Context: an optimization exercise on an open-source flow, tuned for small area and a short achievable clock period. The choices shown serve that exercise and are no tape-out recipe.
Function was checked by simulation only, so behaviour that the tests miss may differ from the original.

== run 1 ==
==> flow/design.v (excerpt) <==
module fixed_point_alu (
    input clk,
    input rst,
    input [1:0] op,
    input signed [15:0] a,
    input signed [15:0] b,
    output signed [23:0] out,
    output overflow
);
Settings: LEC_CHECK=0, ABC_AREA=1, CAP_MARGIN=0, CORE_MARGIN=2, CORE_UTILIZATION=40, SLEW_MARGIN=0; clock period 60.0 ns.
standard.sh (not shown) runs the stock make flow with config.mk's settings and CLKGATE_MAP_FILE= SYNTH_SCRIPT=/design/flow/synth_recipe.tcl, a recipe that flattens the netlist after the stock synthesis.
==> flow/flow/run.sh <==
#!/bin/bash
# The standard layout (standard.sh), with timing repair asked for more setup
# slack than the clock needs, so that it sizes up the critical paths.
export SETUP_SLACK_MARGIN=32
export BUFFER_PORTS_ARGS="-buffer_cell sky130_fd_sc_hd__buf_2"
bash standard.sh > standard.log 2>&1
Run 1 finished all stages; the layout is clean.
diff inputs: run 1 => run 2
# run 1
export LEC_CHECK = 0
export ABC_AREA = 1
export CAP_MARGIN = 0
export CORE_MARGIN = 2
export CORE_UTILIZATION = 40
export SLEW_MARGIN = 0
create_clock -name core_clock -period 60.0 [get_ports {clk}]
# run 2
export LEC_CHECK = 0
export ABC_AREA = 1
export CAP_MARGIN = 20
export CORE_MARGIN = 2
export CORE_UTILIZATION = 40
export GPL_ROUTABILITY_DRIVEN = 0
export SLEW_MARGIN = 20
create_clock -name core_clock -period 60.0 [get_ports {clk}]
## What came out
- Run 2 against run 1: wire length of the first global-routing pass picked up an extra 1300 um; share of the clock period used by the worst path barely changed.
- Run 2: overall routed net length 510 um above run 1
- From run 1 to run 2 the numbers moved as follows: global-route usage went up 0.33 points, gate count of the mapped netlist held steady, share of layout cells above drive strength 1 increased by 0.23 points relative to the old numbers, area used by sequential logic in the layout about even.
### run 2 -> run 3
# run 2
export LEC_CHECK = 0
export ABC_AREA = 1
export CAP_MARGIN = 20
export CORE_MARGIN = 2
export CORE_UTILIZATION = 40
export GPL_ROUTABILITY_DRIVEN = 0
export SLEW_MARGIN = 20
create_clock -name core_clock -period 60.0 [get_ports {clk}]
# run 3
export LEC_CHECK = 0
export ABC_AREA = 1
export CAP_MARGIN = 20
export CORE_MARGIN = 2
export CORE_UTILIZATION = 40
export PLACE_DENSITY = 0.75
export SLEW_MARGIN = 20
create_clock -name core_clock -period 60.0 [get_ports {clk}]
## What came out
Diff run 2 -> run 3: non-clock buffer count climbed 0.69%; final area held steady; number of cells on the critical path shows an increase of 1.5%; highest achievable clock rate was more or less identical; headroom to the max-slew limit dropped 8.1 points.
Run comparison: run 3 cell with the largest stage delay on the worst path sky130_fd_sc_hd__ha_4; run 2 cell with the largest stage delay on the worst path sky130_fd_sc_hd__nor3_1


JK:
fixed_point_alu, a different RTL version from the one above (not shown whole).
Size: ~3,200 cells after synthesis.
clock: 60.0 ns
lec_check: 0
abc_area: 1
cap_margin: 20
core_margin: 2
core_utilization: 40
slew_margin: 20
run.sh (not shown) runs the stock make flow with config.mk's settings and CLKGATE_MAP_FILE= SYNTH_SCRIPT=/design/flow/synth_recipe.tcl, a recipe that flattens the netlist after the stock synthesis.
Stock flow here: none of the scripts above is used.
What MS does differently from JK at the input level:
==> flow/flow/run.sh (new file) <==
#!/bin/bash
# Standard layout, with timing repair asked for more setup slack than the
# clock needs, so that the critical paths get sized up.
export SETUP_SLACK_MARGIN=23
bash standard.sh > standard.log 2>&1
==> flow/standard.sh (new file) <==
#!/bin/bash
# synth_recipe.tcl (not shown) runs the flow's synth.tcl, then flattens the netlist and writes it again
# the make line also repeats each setting of config.mk as NAME=value (left out here)
make -C /OpenROAD-flow-scripts/flow DESIGN_CONFIG=/design/flow/config.mk WORK_HOME=/design/flow/orfs CLKGATE_MAP_FILE= SYNTH_SCRIPT=/design/flow/synth_recipe.tcl "${@:-finish}"
removed: flow/run.sh
Notes after the runs:
On design area, JK beats MS.
Compared with JK, MS has extra setup slack.
Compare MS and JK | hold slack higher: JK
Sort MS and JK by minimum clock period after layout, descending, and JK comes first.
Max area growth from synthesis to layout across MS and JK: MS
Per the comparison of MS with JK, area taken by flip-flops and latches now sits higher; non-clock inverter total of the final layout +about 0.9%.
> inputs changed (MS -> AL)
==> flow/flow/run.sh <==
#!/bin/bash
# Standard layout, with timing repair asked for more setup slack than the
# clock needs, so that the critical paths get sized up.
export SETUP_SLACK_MARGIN=27
bash standard.sh > standard.log 2>&1
==> notes.md <==
- The post-cts repair resize count in AL is 5.6 times that in MS.
- Synthesis-to-layout area growth is lower on MS
- From MS to AL the numbers moved as follows: worst hold margin fell 0.32 ns; total via count after detailed routing rose about 8%.
- Wire length of the first global-routing pass on AL is behind MS.
- Sequential share of layout area in AL is 0.65 points below MS.
- Cmp MS and AL / layout filler cell count / lower: AL
- Compared with MS, AL shows antenna diode count lower by 1.
- Between MS and AL, the flow reports total of plain and repair buffers excluding clock buffers increasing by more than 100%.

-- static timing again, ports no longer ideal --
In the flow no input, the clock included, has a driving cell. The finished layouts below were timed again as built, in two steps. Step 1 sets driving cells, clkbuf_16 on the clock port and buf_2 on the other inputs (assumed; they add their load-dependent delay and slew). Step 2 also shifts input and output timing later by t, the mid clock arrival at the registers, as if the neighbouring blocks saw the same clock. Three values: ideal, step 1, step 2; two values: the first two.
run	t (ns)	slack for setup (ns)	hold WS [ns]	worst register clock-pin slew, ns	worst data-port slew with drivers (ns)
run 1	0.340	33.369 / 33.394 / 33.054	11.931 / 11.906 / 12.246	0.07 / 0.07	0.04
run 2	0.335	33.392 / 33.415 / 33.080	11.833 / 11.806 / 12.141	0.07 / 0.07	0.04
run 3	0.330	33.377 / 33.354 / 33.064	11.920 / 11.903 / 12.233	0.07 / 0.07	0.04
JK	0.329	19.781 / 19.741 / 20.070	12.241 / 12.222 / 12.550	0.07 / 0.07	0.04
MS	0.329	24.846 / 24.807 / 24.884	12.233 / 12.214 / 12.543	0.07 / 0.07	0.04
AL	0.350	27.476 / 27.431 / 27.781	11.916 / 11.891 / 12.242	0.07 / 0.07	0.05
After both steps setup and hold are still met in every run listed. For run 1, which loses most, drivers alone change the setup slack by +0.025 ns; drivers and shift together by -0.315 ns.
